Context: an optimization exercise on an open-source flow, tuned for small area, a short achievable clock period and few clock cycles per item. The choices shown serve that exercise and are no tape-out recipe.
Function not checked in this run: the RTL went through the layout flow alone.

$ cat flow/run.sh
#!/bin/bash
# synth_recipe.tcl (not shown) runs the flow's synth.tcl, then flattens the netlist and writes it again
# the make line also repeats each setting of config.mk as NAME=value (left out here)
make -C /OpenROAD-flow-scripts/flow DESIGN_CONFIG=/design/flow/config.mk WORK_HOME=/design/flow/orfs CLKGATE_MAP_FILE= SYNTH_SCRIPT=/design/flow/synth_recipe.tcl finish
$ cat flow/config.mk
export PLATFORM = sky130hd
export DESIGN_NAME = CordicAccelerator
export DESIGN_NICKNAME = CordicAccelerator
export VERILOG_FILES = /design/flow/design.v
export SDC_FILE = /design/flow/constraint.sdc
export NUM_CORES = 8
export LEC_CHECK = 0
export CAP_MARGIN = 20
export CORE_MARGIN = 2
export CORE_UTILIZATION = 40
export SLEW_MARGIN = 20
$ cat flow/constraint.sdc
create_clock -name core_clock -period 6.0 [get_ports {clock}]
set_input_delay 1.2000 -clock core_clock [delete_from_list [all_inputs] [get_ports {clock}]]
set_output_delay 1.2000 -clock core_clock [all_outputs]
set_load 0.01 [all_outputs]
$ cat flow/design.v
module CordicAccelerator(
  input         clock,
  input         reset,
  input         cmd_valid,
  output        cmd_ready,
  input  [6:0]  cmd_funct,
  input  [4:0]  cmd_rd,
  input  [63:0] cmd_rs1,
  input  [63:0] cmd_rs2,
  output        resp_valid,
  input         resp_ready,
  output [4:0]  resp_rd,
  output [63:0] resp_data,
  output        busy
);
  reg adv;   
  wire accept = cmd_valid & adv;
  wire [14:0] zh = cmd_rs2[31:17];
  wire [14:0] zh_p = zh + 15'd1;
  wire [14:0] zh_m = zh - 15'd1;
  wire s0_x_valid = accept;
  wire d_1;
  assign d_1 = zh[14];
  wire [31:0] x_2 = cmd_rs1[31:0];
  wire [31:0] y_3 = d_1 ? -cmd_rs1[31:0] : cmd_rs1[31:0];
  wire [18:0] w_4 = d_1 ? {2'b00, cmd_rs2[16:0]} + 19'd51472 : {2'b00, cmd_rs2[16:0]} - 19'd51472;
  reg [31:0] p1_x, p1_y;
  reg [4:0] p1_rd;
  reg p1_fn, p1_v;
  reg [18:0] p1_w;
  reg p1_fm, p1_f0, p1_fp;
  always @(posedge clock) begin
    if (reset) p1_v <= 1'b0;
    else if (adv) p1_v <= accept;
    if (adv) begin
      p1_x <= x_2;
      p1_y <= y_3;
      p1_rd <= cmd_rd;
      p1_fn <= cmd_funct[0];
      p1_w <= w_4;
      p1_fm <= zh_m[14];
      p1_f0 <= zh[14];
      p1_fp <= zh_p[14];
    end
  end
  wire d_5 = p1_w[18] ? p1_fm : (p1_w[17] ? p1_fp : p1_f0);
  wire [31:0] ys_8 = $signed(p1_y) >>> 1;
  wire [31:0] xs_9 = $signed(p1_x) >>> 1;
  wire [31:0] x_6 = p1_x + (ys_8 ^ {32{~d_5}}) + {31'd0, ~d_5};
  wire [31:0] y_7 = p1_y + (xs_9 ^ {32{d_5}}) + {31'd0, d_5};
  wire [18:0] w_10 = d_5 ? p1_w + 19'd30386 : p1_w - 19'd30386;
  reg [31:0] p2_x, p2_y;
  reg [4:0] p2_rd;
  reg p2_fn, p2_v;
  reg [18:0] p2_w;
  reg p2_fm, p2_f0, p2_fp;
  always @(posedge clock) begin
    if (reset) p2_v <= 1'b0;
    else if (adv) p2_v <= p1_v;
    if (adv) begin
      p2_x <= x_6;
      p2_y <= y_7;
      p2_rd <= p1_rd;
      p2_fn <= p1_fn;
      p2_w <= w_10;
      p2_fm <= p1_fm;
      p2_f0 <= p1_f0;
      p2_fp <= p1_fp;
    end
  end
  wire d_11 = p2_w[18] ? p2_fm : (p2_w[17] ? p2_fp : p2_f0);
  wire [31:0] ys_14 = $signed(p2_y) >>> 2;
  wire [31:0] xs_15 = $signed(p2_x) >>> 2;
  wire [31:0] x_12 = p2_x + (ys_14 ^ {32{~d_11}}) + {31'd0, ~d_11};
  wire [31:0] y_13 = p2_y + (xs_15 ^ {32{d_11}}) + {31'd0, d_11};
  wire [18:0] w_16 = d_11 ? p2_w + 19'd16055 : p2_w - 19'd16055;
  reg [31:0] p3_x, p3_y;
  reg [4:0] p3_rd;
  reg p3_fn, p3_v;
  reg [18:0] p3_w;
  reg p3_fm, p3_f0, p3_fp;
  always @(posedge clock) begin
    if (reset) p3_v <= 1'b0;
    else if (adv) p3_v <= p2_v;
    if (adv) begin
      p3_x <= x_12;
      p3_y <= y_13;
      p3_rd <= p2_rd;
      p3_fn <= p2_fn;
      p3_w <= w_16;
      p3_fm <= p2_fm;
      p3_f0 <= p2_f0;
      p3_fp <= p2_fp;
    end
  end
  wire d_17 = p3_w[18] ? p3_fm : (p3_w[17] ? p3_fp : p3_f0);
  wire [31:0] ys_20 = $signed(p3_y) >>> 3;
  wire [31:0] xs_21 = $signed(p3_x) >>> 3;
  wire [31:0] x_18 = p3_x + (ys_20 ^ {32{~d_17}}) + {31'd0, ~d_17};
  wire [31:0] y_19 = p3_y + (xs_21 ^ {32{d_17}}) + {31'd0, d_17};
  wire [18:0] w_22 = d_17 ? p3_w + 19'd8150 : p3_w - 19'd8150;
  reg [31:0] p4_x, p4_y;
  reg [4:0] p4_rd;
  reg p4_fn, p4_v;
  reg [18:0] p4_w;
  reg p4_fm, p4_f0, p4_fp;
  always @(posedge clock) begin
    if (reset) p4_v <= 1'b0;
    else if (adv) p4_v <= p3_v;
    if (adv) begin
      p4_x <= x_18;
      p4_y <= y_19;
      p4_rd <= p3_rd;
      p4_fn <= p3_fn;
      p4_w <= w_22;
      p4_fm <= p3_fm;
      p4_f0 <= p3_f0;
      p4_fp <= p3_fp;
    end
  end
  wire d_23 = p4_w[18] ? p4_fm : (p4_w[17] ? p4_fp : p4_f0);
  wire [31:0] ys_26 = $signed(p4_y) >>> 4;
  wire [31:0] xs_27 = $signed(p4_x) >>> 4;
  wire [31:0] x_24 = p4_x + (ys_26 ^ {32{~d_23}}) + {31'd0, ~d_23};
  wire [31:0] y_25 = p4_y + (xs_27 ^ {32{d_23}}) + {31'd0, d_23};
  wire [18:0] w_28 = d_23 ? p4_w + 19'd4091 : p4_w - 19'd4091;
  reg [31:0] p5_x, p5_y;
  reg [4:0] p5_rd;
  reg p5_fn, p5_v;
  reg [18:0] p5_w;
  reg p5_fm, p5_f0, p5_fp;
  always @(posedge clock) begin
    if (reset) p5_v <= 1'b0;
    else if (adv) p5_v <= p4_v;
    if (adv) begin
      p5_x <= x_24;
      p5_y <= y_25;
      p5_rd <= p4_rd;
      p5_fn <= p4_fn;
      p5_w <= w_28;
      p5_fm <= p4_fm;
      p5_f0 <= p4_f0;
      p5_fp <= p4_fp;
    end
  end
  wire d_29 = p5_w[18] ? p5_fm : (p5_w[17] ? p5_fp : p5_f0);
  wire [31:0] ys_32 = $signed(p5_y) >>> 5;
  wire [31:0] xs_33 = $signed(p5_x) >>> 5;
  wire [31:0] x_30 = p5_x + (ys_32 ^ {32{~d_29}}) + {31'd0, ~d_29};
  wire [31:0] y_31 = p5_y + (xs_33 ^ {32{d_29}}) + {31'd0, d_29};
  wire [18:0] w_34 = d_29 ? p5_w + 19'd2047 : p5_w - 19'd2047;
  reg [31:0] p6_x, p6_y;
  reg [4:0] p6_rd;
  reg p6_fn, p6_v;
  reg [18:0] p6_w;
  reg p6_fm, p6_f0, p6_fp;
  always @(posedge clock) begin
    if (reset) p6_v <= 1'b0;
    else if (adv) p6_v <= p5_v;
    if (adv) begin
      p6_x <= x_30;
      p6_y <= y_31;
      p6_rd <= p5_rd;
      p6_fn <= p5_fn;
      p6_w <= w_34;
      p6_fm <= p5_fm;
      p6_f0 <= p5_f0;
      p6_fp <= p5_fp;
    end
  end
  wire d_35 = p6_w[18] ? p6_fm : (p6_w[17] ? p6_fp : p6_f0);
  wire [31:0] ys_38 = $signed(p6_y) >>> 6;
  wire [31:0] xs_39 = $signed(p6_x) >>> 6;
  wire [31:0] x_36 = p6_x + (ys_38 ^ {32{~d_35}}) + {31'd0, ~d_35};
  wire [31:0] y_37 = p6_y + (xs_39 ^ {32{d_35}}) + {31'd0, d_35};
  wire [18:0] w_40 = d_35 ? p6_w + 19'd1024 : p6_w - 19'd1024;
  reg [31:0] p7_x, p7_y;
  reg [4:0] p7_rd;
  reg p7_fn, p7_v;
  reg [18:0] p7_w;
  reg p7_fm, p7_f0, p7_fp;
  always @(posedge clock) begin
    if (reset) p7_v <= 1'b0;
    else if (adv) p7_v <= p6_v;
    if (adv) begin
      p7_x <= x_36;
      p7_y <= y_37;
      p7_rd <= p6_rd;
      p7_fn <= p6_fn;
      p7_w <= w_40;
      p7_fm <= p6_fm;
      p7_f0 <= p6_f0;
      p7_fp <= p6_fp;
    end
  end
  wire d_41 = p7_w[18] ? p7_fm : (p7_w[17] ? p7_fp : p7_f0);
  wire [31:0] ys_44 = $signed(p7_y) >>> 7;
  wire [31:0] xs_45 = $signed(p7_x) >>> 7;
  wire [31:0] x_42 = p7_x + (ys_44 ^ {32{~d_41}}) + {31'd0, ~d_41};
  wire [31:0] y_43 = p7_y + (xs_45 ^ {32{d_41}}) + {31'd0, d_41};
  wire [18:0] w_46 = d_41 ? p7_w + 19'd512 : p7_w - 19'd512;
  reg [31:0] p8_x, p8_y;
  reg [4:0] p8_rd;
  reg p8_fn, p8_v;
  reg [18:0] p8_w;
  reg p8_fm, p8_f0, p8_fp;
  always @(posedge clock) begin
    if (reset) p8_v <= 1'b0;
    else if (adv) p8_v <= p7_v;
    if (adv) begin
      p8_x <= x_42;
      p8_y <= y_43;
      p8_rd <= p7_rd;
      p8_fn <= p7_fn;
      p8_w <= w_46;
      p8_fm <= p7_fm;
      p8_f0 <= p7_f0;
      p8_fp <= p7_fp;
    end
  end
  wire d_47 = p8_w[18] ? p8_fm : (p8_w[17] ? p8_fp : p8_f0);
  wire [31:0] ys_50 = $signed(p8_y) >>> 8;
  wire [31:0] xs_51 = $signed(p8_x) >>> 8;
  wire [31:0] x_48 = p8_x + (ys_50 ^ {32{~d_47}}) + {31'd0, ~d_47};
  wire [31:0] y_49 = p8_y + (xs_51 ^ {32{d_47}}) + {31'd0, d_47};
  wire [18:0] w_52 = d_47 ? p8_w + 19'd256 : p8_w - 19'd256;
  reg [31:0] p9_x, p9_y;
  reg [4:0] p9_rd;
  reg p9_fn, p9_v;
  reg [18:0] p9_w;
  reg p9_fm, p9_f0, p9_fp;
  always @(posedge clock) begin
    if (reset) p9_v <= 1'b0;
    else if (adv) p9_v <= p8_v;
    if (adv) begin
      p9_x <= x_48;
      p9_y <= y_49;
      p9_rd <= p8_rd;
      p9_fn <= p8_fn;
      p9_w <= w_52;
      p9_fm <= p8_fm;
      p9_f0 <= p8_f0;
      p9_fp <= p8_fp;
    end
  end
  wire d_53 = p9_w[18] ? p9_fm : (p9_w[17] ? p9_fp : p9_f0);
  wire [31:0] ys_56 = $signed(p9_y) >>> 9;
  wire [31:0] xs_57 = $signed(p9_x) >>> 9;
  wire [31:0] x_54 = p9_x + (ys_56 ^ {32{~d_53}}) + {31'd0, ~d_53};
  wire [31:0] y_55 = p9_y + (xs_57 ^ {32{d_53}}) + {31'd0, d_53};
  wire [18:0] w_58 = d_53 ? p9_w + 19'd128 : p9_w - 19'd128;
  reg [31:0] p10_x, p10_y;
  reg [4:0] p10_rd;
  reg p10_fn, p10_v;
  reg [18:0] p10_w;
  reg p10_fm, p10_f0, p10_fp;
  always @(posedge clock) begin
    if (reset) p10_v <= 1'b0;
    else if (adv) p10_v <= p9_v;
    if (adv) begin
      p10_x <= x_54;
      p10_y <= y_55;
      p10_rd <= p9_rd;
      p10_fn <= p9_fn;
      p10_w <= w_58;
      p10_fm <= p9_fm;
      p10_f0 <= p9_f0;
      p10_fp <= p9_fp;
    end
  end
  wire d_59 = p10_w[18] ? p10_fm : (p10_w[17] ? p10_fp : p10_f0);
  wire [31:0] ys_62 = $signed(p10_y) >>> 10;
  wire [31:0] xs_63 = $signed(p10_x) >>> 10;
  wire [31:0] x_60 = p10_x + (ys_62 ^ {32{~d_59}}) + {31'd0, ~d_59};
  wire [31:0] y_61 = p10_y + (xs_63 ^ {32{d_59}}) + {31'd0, d_59};
  wire [18:0] w_64 = d_59 ? p10_w + 19'd64 : p10_w - 19'd64;
  reg [31:0] p11_x, p11_y;
  reg [4:0] p11_rd;
  reg p11_fn, p11_v;
  reg [18:0] p11_w;
  reg p11_fm, p11_f0, p11_fp;
  always @(posedge clock) begin
    if (reset) p11_v <= 1'b0;
    else if (adv) p11_v <= p10_v;
    if (adv) begin
      p11_x <= x_60;
      p11_y <= y_61;
      p11_rd <= p10_rd;
      p11_fn <= p10_fn;
      p11_w <= w_64;
      p11_fm <= p10_fm;
      p11_f0 <= p10_f0;
      p11_fp <= p10_fp;
    end
  end
  wire d_65 = p11_w[18] ? p11_fm : (p11_w[17] ? p11_fp : p11_f0);
  wire [31:0] ys_68 = $signed(p11_y) >>> 11;
  wire [31:0] xs_69 = $signed(p11_x) >>> 11;
  wire [31:0] x_66 = p11_x + (ys_68 ^ {32{~d_65}}) + {31'd0, ~d_65};
  wire [31:0] y_67 = p11_y + (xs_69 ^ {32{d_65}}) + {31'd0, d_65};
  wire [18:0] w_70 = d_65 ? p11_w + 19'd32 : p11_w - 19'd32;
  reg [31:0] p12_x, p12_y;
  reg [4:0] p12_rd;
  reg p12_fn, p12_v;
  reg [18:0] p12_w;
  reg p12_fm, p12_f0, p12_fp;
  always @(posedge clock) begin
    if (reset) p12_v <= 1'b0;
    else if (adv) p12_v <= p11_v;
    if (adv) begin
      p12_x <= x_66;
      p12_y <= y_67;
      p12_rd <= p11_rd;
      p12_fn <= p11_fn;
      p12_w <= w_70;
      p12_fm <= p11_fm;
      p12_f0 <= p11_f0;
      p12_fp <= p11_fp;
    end
  end
  wire d_71 = p12_w[18] ? p12_fm : (p12_w[17] ? p12_fp : p12_f0);
  wire [31:0] ys_74 = $signed(p12_y) >>> 12;
  wire [31:0] xs_75 = $signed(p12_x) >>> 12;
  wire [31:0] x_72 = p12_x + (ys_74 ^ {32{~d_71}}) + {31'd0, ~d_71};
  wire [31:0] y_73 = p12_y + (xs_75 ^ {32{d_71}}) + {31'd0, d_71};
  wire [18:0] w_76 = d_71 ? p12_w + 19'd16 : p12_w - 19'd16;
  reg [31:0] p13_x, p13_y;
  reg [4:0] p13_rd;
  reg p13_fn, p13_v;
  reg [18:0] p13_w;
  reg p13_fm, p13_f0, p13_fp;
  always @(posedge clock) begin
    if (reset) p13_v <= 1'b0;
    else if (adv) p13_v <= p12_v;
    if (adv) begin
      p13_x <= x_72;
      p13_y <= y_73;
      p13_rd <= p12_rd;
      p13_fn <= p12_fn;
      p13_w <= w_76;
      p13_fm <= p12_fm;
      p13_f0 <= p12_f0;
      p13_fp <= p12_fp;
    end
  end
  wire d_77 = p13_w[18] ? p13_fm : (p13_w[17] ? p13_fp : p13_f0);
  wire [31:0] ys_80 = $signed(p13_y) >>> 13;
  wire [31:0] xs_81 = $signed(p13_x) >>> 13;
  wire [31:0] x_78 = p13_x + (ys_80 ^ {32{~d_77}}) + {31'd0, ~d_77};
  wire [31:0] y_79 = p13_y + (xs_81 ^ {32{d_77}}) + {31'd0, d_77};
  wire [18:0] w_82 = d_77 ? p13_w + 19'd8 : p13_w - 19'd8;
  reg [31:0] p14_x, p14_y;
  reg [4:0] p14_rd;
  reg p14_fn, p14_v;
  reg [18:0] p14_w;
  reg p14_fm, p14_f0, p14_fp;
  always @(posedge clock) begin
    if (reset) p14_v <= 1'b0;
    else if (adv) p14_v <= p13_v;
    if (adv) begin
      p14_x <= x_78;
      p14_y <= y_79;
      p14_rd <= p13_rd;
      p14_fn <= p13_fn;
      p14_w <= w_82;
      p14_fm <= p13_fm;
      p14_f0 <= p13_f0;
      p14_fp <= p13_fp;
    end
  end
  wire d_83 = p14_w[18] ? p14_fm : (p14_w[17] ? p14_fp : p14_f0);
  wire [31:0] ys_86 = $signed(p14_y) >>> 14;
  wire [31:0] xs_87 = $signed(p14_x) >>> 14;
  wire [31:0] x_84 = p14_x + (ys_86 ^ {32{~d_83}}) + {31'd0, ~d_83};
  wire [31:0] y_85 = p14_y + (xs_87 ^ {32{d_83}}) + {31'd0, d_83};
  wire [18:0] w_88 = d_83 ? p14_w + 19'd4 : p14_w - 19'd4;
  reg [31:0] p15_x, p15_y;
  reg [4:0] p15_rd;
  reg p15_fn, p15_v;
  reg [18:0] p15_w;
  reg p15_fm, p15_f0, p15_fp;
  always @(posedge clock) begin
    if (reset) p15_v <= 1'b0;
    else if (adv) p15_v <= p14_v;
    if (adv) begin
      p15_x <= x_84;
      p15_y <= y_85;
      p15_rd <= p14_rd;
      p15_fn <= p14_fn;
      p15_w <= w_88;
      p15_fm <= p14_fm;
      p15_f0 <= p14_f0;
      p15_fp <= p14_fp;
    end
  end
  wire d_89 = p15_w[18] ? p15_fm : (p15_w[17] ? p15_fp : p15_f0);
  wire [31:0] ys_92 = $signed(p15_y) >>> 15;
  wire [31:0] xs_93 = $signed(p15_x) >>> 15;
  wire [31:0] x_90 = p15_x + (ys_92 ^ {32{~d_89}}) + {31'd0, ~d_89};
  wire [31:0] y_91 = p15_y + (xs_93 ^ {32{d_89}}) + {31'd0, d_89};
  wire [18:0] w_94 = d_89 ? p15_w + 19'd2 : p15_w - 19'd2;
  reg [31:0] p16_x, p16_y;
  reg [4:0] p16_rd;
  reg p16_fn, p16_v;
  reg [18:0] p16_w;
  reg p16_fm, p16_f0, p16_fp;
  always @(posedge clock) begin
    if (reset) p16_v <= 1'b0;
    else if (adv) p16_v <= p15_v;
    if (adv) begin
      p16_x <= x_90;
      p16_y <= y_91;
      p16_rd <= p15_rd;
      p16_fn <= p15_fn;
      p16_w <= w_94;
      p16_fm <= p15_fm;
      p16_f0 <= p15_f0;
      p16_fp <= p15_fp;
    end
  end
  wire d_95 = p16_w[18] ? p16_fm : (p16_w[17] ? p16_fp : p16_f0);
  wire [31:0] ys_98 = $signed(p16_y) >>> 16;
  wire [31:0] xs_99 = $signed(p16_x) >>> 16;
  wire [31:0] x_96 = p16_x + (ys_98 ^ {32{~d_95}}) + {31'd0, ~d_95};
  wire [31:0] y_97 = p16_y + (xs_99 ^ {32{d_95}}) + {31'd0, d_95};
  wire [18:0] w_100 = d_95 ? p16_w + 19'd1 : p16_w - 19'd1;
  reg [31:0] p17_x, p17_y;
  reg [4:0] p17_rd;
  reg p17_fn, p17_v;
  reg [18:0] p17_w;
  reg p17_fm, p17_f0, p17_fp;
  always @(posedge clock) begin
    if (reset) p17_v <= 1'b0;
    else if (adv) p17_v <= p16_v;
    if (adv) begin
      p17_x <= x_96;
      p17_y <= y_97;
      p17_rd <= p16_rd;
      p17_fn <= p16_fn;
      p17_w <= w_100;
      p17_fm <= p16_fm;
      p17_f0 <= p16_f0;
      p17_fp <= p16_fp;
    end
  end
  wire d_101 = p17_w[18] ? p17_fm : (p17_w[17] ? p17_fp : p17_f0);
  wire [31:0] ys_104 = $signed(p17_y) >>> 17;
  wire [31:0] xs_105 = $signed(p17_x) >>> 17;
  wire [31:0] x_102 = p17_x + (ys_104 ^ {32{~d_101}}) + {31'd0, ~d_101};
  wire [31:0] y_103 = p17_y + (xs_105 ^ {32{d_101}}) + {31'd0, d_101};
  reg [31:0] p18_x, p18_y;
  reg [4:0] p18_rd;
  reg p18_fn, p18_v;
  reg p18_d;
  always @(posedge clock) begin
    if (reset) p18_v <= 1'b0;
    else if (adv) p18_v <= p17_v;
    if (adv) begin
      p18_x <= x_102;
      p18_y <= y_103;
      p18_rd <= p17_rd;
      p18_fn <= p17_fn;
      p18_d <= d_101;
    end
  end
  wire [31:0] ys_108 = $signed(p18_y) >>> 18;
  wire [31:0] xs_109 = $signed(p18_x) >>> 18;
  wire [31:0] x_106 = p18_x + (ys_108 ^ {32{~p18_d}}) + {31'd0, ~p18_d};
  wire [31:0] y_107 = p18_y + (xs_109 ^ {32{p18_d}}) + {31'd0, p18_d};
  reg [31:0] p19_x, p19_y;
  reg [4:0] p19_rd;
  reg p19_fn, p19_v;
  reg p19_d;
  always @(posedge clock) begin
    if (reset) p19_v <= 1'b0;
    else if (adv) p19_v <= p18_v;
    if (adv) begin
      p19_x <= x_106;
      p19_y <= y_107;
      p19_rd <= p18_rd;
      p19_fn <= p18_fn;
      p19_d <= p18_d;
    end
  end
  wire [31:0] ys_112 = $signed(p19_y) >>> 19;
  wire [31:0] xs_113 = $signed(p19_x) >>> 19;
  wire [31:0] x_110 = p19_x + (ys_112 ^ {32{~p19_d}}) + {31'd0, ~p19_d};
  wire [31:0] y_111 = p19_y + (xs_113 ^ {32{p19_d}}) + {31'd0, p19_d};
  reg [31:0] p20_x, p20_y;
  reg [4:0] p20_rd;
  reg p20_fn, p20_v;
  reg p20_d;
  always @(posedge clock) begin
    if (reset) p20_v <= 1'b0;
    else if (adv) p20_v <= p19_v;
    if (adv) begin
      p20_x <= x_110;
      p20_y <= y_111;
      p20_rd <= p19_rd;
      p20_fn <= p19_fn;
      p20_d <= p19_d;
    end
  end
  wire [31:0] ys_116 = $signed(p20_y) >>> 20;
  wire [31:0] xs_117 = $signed(p20_x) >>> 20;
  wire [31:0] x_114 = p20_x + (ys_116 ^ {32{~p20_d}}) + {31'd0, ~p20_d};
  wire [31:0] y_115 = p20_y + (xs_117 ^ {32{p20_d}}) + {31'd0, p20_d};
  reg [31:0] p21_x, p21_y;
  reg [4:0] p21_rd;
  reg p21_fn, p21_v;
  reg p21_d;
  always @(posedge clock) begin
    if (reset) p21_v <= 1'b0;
    else if (adv) p21_v <= p20_v;
    if (adv) begin
      p21_x <= x_114;
      p21_y <= y_115;
      p21_rd <= p20_rd;
      p21_fn <= p20_fn;
      p21_d <= p20_d;
    end
  end
  wire [31:0] ys_120 = $signed(p21_y) >>> 21;
  wire [31:0] xs_121 = $signed(p21_x) >>> 21;
  wire [31:0] x_118 = p21_x + (ys_120 ^ {32{~p21_d}}) + {31'd0, ~p21_d};
  wire [31:0] y_119 = p21_y + (xs_121 ^ {32{p21_d}}) + {31'd0, p21_d};
  reg [31:0] p22_x, p22_y;
  reg [4:0] p22_rd;
  reg p22_fn, p22_v;
  reg p22_d;
  always @(posedge clock) begin
    if (reset) p22_v <= 1'b0;
    else if (adv) p22_v <= p21_v;
    if (adv) begin
      p22_x <= x_118;
      p22_y <= y_119;
      p22_rd <= p21_rd;
      p22_fn <= p21_fn;
      p22_d <= p21_d;
    end
  end
  wire [31:0] ys_124 = $signed(p22_y) >>> 22;
  wire [31:0] xs_125 = $signed(p22_x) >>> 22;
  wire [31:0] x_122 = p22_x + (ys_124 ^ {32{~p22_d}}) + {31'd0, ~p22_d};
  wire [31:0] y_123 = p22_y + (xs_125 ^ {32{p22_d}}) + {31'd0, p22_d};
  reg [31:0] p23_x, p23_y;
  reg [4:0] p23_rd;
  reg p23_fn, p23_v;
  reg p23_d;
  always @(posedge clock) begin
    if (reset) p23_v <= 1'b0;
    else if (adv) p23_v <= p22_v;
    if (adv) begin
      p23_x <= x_122;
      p23_y <= y_123;
      p23_rd <= p22_rd;
      p23_fn <= p22_fn;
      p23_d <= p22_d;
    end
  end
  wire [31:0] ys_128 = $signed(p23_y) >>> 23;
  wire [31:0] xs_129 = $signed(p23_x) >>> 23;
  wire [31:0] x_126 = p23_x + (ys_128 ^ {32{~p23_d}}) + {31'd0, ~p23_d};
  wire [31:0] y_127 = p23_y + (xs_129 ^ {32{p23_d}}) + {31'd0, p23_d};
  reg [31:0] p24_x, p24_y;
  reg [4:0] p24_rd;
  reg p24_fn, p24_v;
  reg p24_d;
  always @(posedge clock) begin
    if (reset) p24_v <= 1'b0;
    else if (adv) p24_v <= p23_v;
    if (adv) begin
      p24_x <= x_126;
      p24_y <= y_127;
      p24_rd <= p23_rd;
      p24_fn <= p23_fn;
      p24_d <= p23_d;
    end
  end
  wire [31:0] ys_132 = $signed(p24_y) >>> 24;
  wire [31:0] xs_133 = $signed(p24_x) >>> 24;
  wire [31:0] x_130 = p24_x + (ys_132 ^ {32{~p24_d}}) + {31'd0, ~p24_d};
  wire [31:0] y_131 = p24_y + (xs_133 ^ {32{p24_d}}) + {31'd0, p24_d};
  reg [31:0] p25_x, p25_y;
  reg [4:0] p25_rd;
  reg p25_fn, p25_v;
  reg p25_d;
  always @(posedge clock) begin
    if (reset) p25_v <= 1'b0;
    else if (adv) p25_v <= p24_v;
    if (adv) begin
      p25_x <= x_130;
      p25_y <= y_131;
      p25_rd <= p24_rd;
      p25_fn <= p24_fn;
      p25_d <= p24_d;
    end
  end
  wire [31:0] ys_136 = $signed(p25_y) >>> 25;
  wire [31:0] xs_137 = $signed(p25_x) >>> 25;
  wire [31:0] x_134 = p25_x + (ys_136 ^ {32{~p25_d}}) + {31'd0, ~p25_d};
  wire [31:0] y_135 = p25_y + (xs_137 ^ {32{p25_d}}) + {31'd0, p25_d};
  reg [31:0] p26_x, p26_y;
  reg [4:0] p26_rd;
  reg p26_fn, p26_v;
  reg p26_d;
  always @(posedge clock) begin
    if (reset) p26_v <= 1'b0;
    else if (adv) p26_v <= p25_v;
    if (adv) begin
      p26_x <= x_134;
      p26_y <= y_135;
      p26_rd <= p25_rd;
      p26_fn <= p25_fn;
      p26_d <= p25_d;
    end
  end
  wire [31:0] ys_140 = $signed(p26_y) >>> 26;
  wire [31:0] xs_141 = $signed(p26_x) >>> 26;
  wire [31:0] x_138 = p26_x + (ys_140 ^ {32{~p26_d}}) + {31'd0, ~p26_d};
  wire [31:0] y_139 = p26_y + (xs_141 ^ {32{p26_d}}) + {31'd0, p26_d};
  reg [31:0] p27_x, p27_y;
  reg [4:0] p27_rd;
  reg p27_fn, p27_v;
  reg p27_d;
  always @(posedge clock) begin
    if (reset) p27_v <= 1'b0;
    else if (adv) p27_v <= p26_v;
    if (adv) begin
      p27_x <= x_138;
      p27_y <= y_139;
      p27_rd <= p26_rd;
      p27_fn <= p26_fn;
      p27_d <= p26_d;
    end
  end
  wire [31:0] ys_144 = $signed(p27_y) >>> 27;
  wire [31:0] xs_145 = $signed(p27_x) >>> 27;
  wire [31:0] x_142 = p27_x + (ys_144 ^ {32{~p27_d}}) + {31'd0, ~p27_d};
  wire [31:0] y_143 = p27_y + (xs_145 ^ {32{p27_d}}) + {31'd0, p27_d};
  reg [31:0] p28_x, p28_y;
  reg [4:0] p28_rd;
  reg p28_fn, p28_v;
  reg p28_d;
  always @(posedge clock) begin
    if (reset) p28_v <= 1'b0;
    else if (adv) p28_v <= p27_v;
    if (adv) begin
      p28_x <= x_142;
      p28_y <= y_143;
      p28_rd <= p27_rd;
      p28_fn <= p27_fn;
      p28_d <= p27_d;
    end
  end
  wire [31:0] ys_148 = $signed(p28_y) >>> 28;
  wire [31:0] xs_149 = $signed(p28_x) >>> 28;
  wire [31:0] x_146 = p28_x + (ys_148 ^ {32{~p28_d}}) + {31'd0, ~p28_d};
  wire [31:0] y_147 = p28_y + (xs_149 ^ {32{p28_d}}) + {31'd0, p28_d};
  reg [31:0] p29_x, p29_y;
  reg [4:0] p29_rd;
  reg p29_fn, p29_v;
  reg p29_d;
  always @(posedge clock) begin
    if (reset) p29_v <= 1'b0;
    else if (adv) p29_v <= p28_v;
    if (adv) begin
      p29_x <= x_146;
      p29_y <= y_147;
      p29_rd <= p28_rd;
      p29_fn <= p28_fn;
      p29_d <= p28_d;
    end
  end
  wire [31:0] ys_152 = $signed(p29_y) >>> 29;
  wire [31:0] xs_153 = $signed(p29_x) >>> 29;
  wire [31:0] x_150 = p29_x + (ys_152 ^ {32{~p29_d}}) + {31'd0, ~p29_d};
  wire [31:0] y_151 = p29_y + (xs_153 ^ {32{p29_d}}) + {31'd0, p29_d};
  reg [31:0] p30_x, p30_y;
  reg [4:0] p30_rd;
  reg p30_fn, p30_v;
  reg p30_d;
  always @(posedge clock) begin
    if (reset) p30_v <= 1'b0;
    else if (adv) p30_v <= p29_v;
    if (adv) begin
      p30_x <= x_150;
      p30_y <= y_151;
      p30_rd <= p29_rd;
      p30_fn <= p29_fn;
      p30_d <= p29_d;
    end
  end
  wire [31:0] ys_156 = $signed(p30_y) >>> 30;
  wire [31:0] xs_157 = $signed(p30_x) >>> 30;
  wire [31:0] x_154 = p30_x + (ys_156 ^ {32{~p30_d}}) + {31'd0, ~p30_d};
  wire [31:0] y_155 = p30_y + (xs_157 ^ {32{p30_d}}) + {31'd0, p30_d};
  reg [31:0] p31_x, p31_y;
  reg [4:0] p31_rd;
  reg p31_fn, p31_v;
  reg p31_d;
  always @(posedge clock) begin
    if (reset) p31_v <= 1'b0;
    else if (adv) p31_v <= p30_v;
    if (adv) begin
      p31_x <= x_154;
      p31_y <= y_155;
      p31_rd <= p30_rd;
      p31_fn <= p30_fn;
      p31_d <= p30_d;
    end
  end
  wire [31:0] ys_160 = $signed(p31_y) >>> 31;
  wire [31:0] xs_161 = $signed(p31_x) >>> 31;
  wire [31:0] x_158 = p31_x + (ys_160 ^ {32{~p31_d}}) + {31'd0, ~p31_d};
  wire [31:0] y_159 = p31_y + (xs_161 ^ {32{p31_d}}) + {31'd0, p31_d};
  wire [31:0] res = p31_fn ? y_159 : x_158;
  wire push = adv & p31_v;
  reg [31:0] h_data, k_data;
  reg [4:0] h_rd, k_rd;
  reg hv, kv, busy_r;
  wire pop = hv & resp_ready;
  wire h_load = ~hv | pop;
  wire hv_n = h_load ? (kv | push) : 1'b1;
  wire kv_n = h_load ? (kv & push) : (kv | push);
  wire inflight_n = hv_n | kv_n | (adv ? accept : p1_v) | (adv ? p1_v : p2_v) | (adv ? p2_v : p3_v) | (adv ? p3_v : p4_v) | (adv ? p4_v : p5_v) | (adv ? p5_v : p6_v) | (adv ? p6_v : p7_v) | (adv ? p7_v : p8_v) | (adv ? p8_v : p9_v) | (adv ? p9_v : p10_v) | (adv ? p10_v : p11_v) | (adv ? p11_v : p12_v) | (adv ? p12_v : p13_v) | (adv ? p13_v : p14_v) | (adv ? p14_v : p15_v) | (adv ? p15_v : p16_v) | (adv ? p16_v : p17_v) | (adv ? p17_v : p18_v) | (adv ? p18_v : p19_v) | (adv ? p19_v : p20_v) | (adv ? p20_v : p21_v) | (adv ? p21_v : p22_v) | (adv ? p22_v : p23_v) | (adv ? p23_v : p24_v) | (adv ? p24_v : p25_v) | (adv ? p25_v : p26_v) | (adv ? p26_v : p27_v) | (adv ? p27_v : p28_v) | (adv ? p28_v : p29_v) | (adv ? p29_v : p30_v) | (adv ? p30_v : p31_v);
  always @(posedge clock) begin
    if (reset) begin
      hv <= 1'b0;
      kv <= 1'b0;
      adv <= 1'b1;
      busy_r <= 1'b0;
    end else begin
      hv <= hv_n;
      kv <= kv_n;
      adv <= ~(hv_n & kv_n);
      busy_r <= inflight_n;
    end
    if (h_load) begin
      h_data <= kv ? k_data : res;
      h_rd <= kv ? k_rd : p31_rd;
    end
    if (h_load ? kv : ~kv) begin
      k_data <= res;
      k_rd <= p31_rd;
    end
  end
  assign cmd_ready = adv;
  assign resp_valid = hv;
  assign resp_rd = h_rd;
  assign resp_data = {32'h0, h_data};
  assign busy = busy_r;
endmodule
==> reports/metrics.cfg <==
[worst_setup_path]
cp-end-kind = flip-flop
cp.required_ps = 6680
path_class = reg -> reg
crit_fanout = 33
cp.arrival_ps = 5980
crit_path_start_kind = flip-flop

[die]
coreArea_um2 = 468000
die_w_um = 690
ios = 216
fp.dieArea_um2 = 476000
floorplan.rows = 251
fp.dieH_um = 690
start_util_pct = 40.2

[yosys]
synth_edf_count = 2614
synth_area_leader_cell = edfxtp_1
synth_compound_gate_area_share_pct = 17.9
synth_most_common_cell = edfxtp_1
yosys.area_share.xor_xnor_pct = 13.6
yosys_warnings = 1
synth_mux_area_share_pct = 0.691
syn_area_per_cell_um2 = 10.8
synth_top_area_share_pct = 41.7
synth_cell_types = 92
async_reset_ff_share_pct = 0
synth_fa_ha_area_share_pct = 14.6
synth_seq_cells = 2649
synth_area_um2 = 188000
synthFlopType = edfxtp_1
ys_seq_area_share_pct = 42.1
synth_top_family_by_area = compound AO/OA/AOI/OAI gates
yosys.area_share.simple_pct = 9.45
netlist_instances = 17500
synthTopCellsByCount = 2614 x edfxtp_1, 2078 x ha_1, 1844 x xnor2_1
synthTopCellsByArea = edfxtp_1 42%, ha_1 14%, xnor2_1 8.6%, xor2_1 5.1%, a21oi_1 4.5%

[grt]
gr-usage-all-layers_pct = 17.9
antenna_found_initial = 4
grt_pass1_vias = 128000
grt_start_max_net_pins = 187
overflow = 0
grt_pass1_wl_um = 690000

[sta]
hold_viol = 0
tns_ps = 0
clock.fmax_mhz = 189
finClkSkew_ps = 75.1
slew_viol_final = 0
rsz0062_at_grt = false
period_minus_slack_ps = 5300
slew_headroom_pct = 24.1
finalSetupViolCount = 0
fin_crit_sh_pct = 88.3
max_slew.worst_pin.slew_ps = 1130

[clock_tree]
cts.repair.resized = 0
tritoncts = built
clockBufferDepth = 4
htreeDepth = 5
cts-root-buf = clkbuf_16
ctsHoldBuffers = 0
clock_latency_ps = 980
cts_buffers = 329
clock-sinks = 2649
cts.clk_slew.worst_paths_ps = 60
post-cts-setup-buffers = 0

[finish]
layout.cells.non_filler = 24400
multi_input_area_um2 = 106000
layout.nets = 20200
fin_util_pct = 44.6
drive_gt1_share_pct = 5.11
syn2layout_area_growth_pct = 10.9
seq_area_um2 = 79200
fillers = 43900

[placement]
gp_congestion = 0.877
post-place-cells = 23800
io_buffers = 113
place_hpwl_um = 340000

[routing]
wire_per_inst_um = 18.0
drc = 0
wl_um = 439000
via_count = 132000
final_antenna_net_count = 0
firstDrtPassIters = 6
drt-initial-drc-count = 7528
via_per_inst = 5.39

[status]
status = no timing/DRC/antenna violations

[min_path]
hold_path.class = reg -> reg

[flow_run]
maxCapViolCount = 0

cell usage in the layout, fill, tap and decap left out, types with 97 or more instances in the layout:
cell type,Yosys,routed
buf_4,32,186
nand3_1,329,329
edfxtp_1,2614,2614
o21a_1,293,293
nand2_1,760,760
inv_1,540,540
clkbuf_16,0,336
xor2_1,1088,1078
o31ai_1,132,132
nand2b_1,310,310
a21o_1,965,964
nor3_1,234,234
nor2_1,1011,1011
nor2b_1,251,251
and2_1,97,97
o21bai_1,300,300
a31oi_1,162,162
clkdlybuf4s50_1,0,112
ha_1,2078,2078
nand4_1,134,134
o21ai_0,826,822
xnor2_1,1844,1832
and3_1,190,190
a211oi_1,128,127
a21oi_1,1681,1681
critical path, cell delays in order, from the launching register on:
cell,delay [ps]
edfxtp_1,360
mux2_2,390
mux2i_4,490
buf_4,380
buf_4,500
xnor2_1,220
ha_1,380
o211ai_1,130
o31ai_1,700
a21oi_1,320
o211ai_1,330
nand3_1,160
a31oi_1,300
a21o_1,160
a21oi_1,70
xnor2_1,130
cell families after synthesis:
kind of cell	count (synthesis)
xor gates and xnor gates	2932
muxes	122
adders and majority gates	2155
other	1
and+or+nand+nor	3619
AOI/OAI and AO/OA	5237
buffers and inverters	772
DFF	2649
final timing paths:
check	from	to	slack, ps	depth (start not counted)
worst min-delay path	p11_rd[1]	p12_rd[1]	410	0
worst max register to register	p6_w[17]	p7_y[30]	700	15
worst min register to register	p11_rd[1]	p12_rd[1]	410	0
worst max-delay path	p6_w[17]	p7_y[30]	700	15
cell type report:
| class | count | area share, % |
|---|---|---|
| antenna | 3 | 0.00360 |
| clock buffer | 390 | 4.12 |
| clock inverter | 216 | 0.898 |
| inverter | 541 | 0.972 |
| multi-input combinational | 14100 | 51.0 |
| sequential | 2649 | 37.9 |
| tap | 6198 | 3.71 |
| timing repair buffer | 315 | 1.36 |
layer usage:
layer,vias up,routed length (µm),track usage (%),share of wire [%]
met3,726,15200,1.89,3.5
met1,62300,191000,22.2,44
li1,66600,-,-,-
met5,-,0,0,0
met2,2066,218000,32.3,50
met4,0,14400,5.61,3.3
metrics by stage:
step                      area, µm²  setup WS [ps]  hold slack, ps
after detailed placement     198000            696             405
final                        209000            701             408
after floorplan              188000         -12310             400
after global routing         209000            302             404
after CTS                    209000            673             409
after global placement       198000            711             400

[afterwards: timing with drivers on the ports]
The results above use ideal ports. As a check the final layout listed here was re-extracted and re-timed, cells and wires unchanged. Step 1 assumes that a clkbuf_16 drives the clock port and a buf_2 every other input. Step 2 times the ports against the registers' clock, not the clock port: input delays grow and output delays shrink by t, the midpoint of the rising clock arrivals with the driver on. Three values: ideal, step 1, step 2; two values: the first two.
t (ns): 1.052
slack for setup (ns): 0.701 / 0.701 / 0.701
worst setup path at the end: register to register
worst data-port slew with drivers (ns): 0.05
After both steps this run still meets setup and hold. For this run, drivers alone change the setup slack by 0.000 ns; drivers and shift together by 0.000 ns.
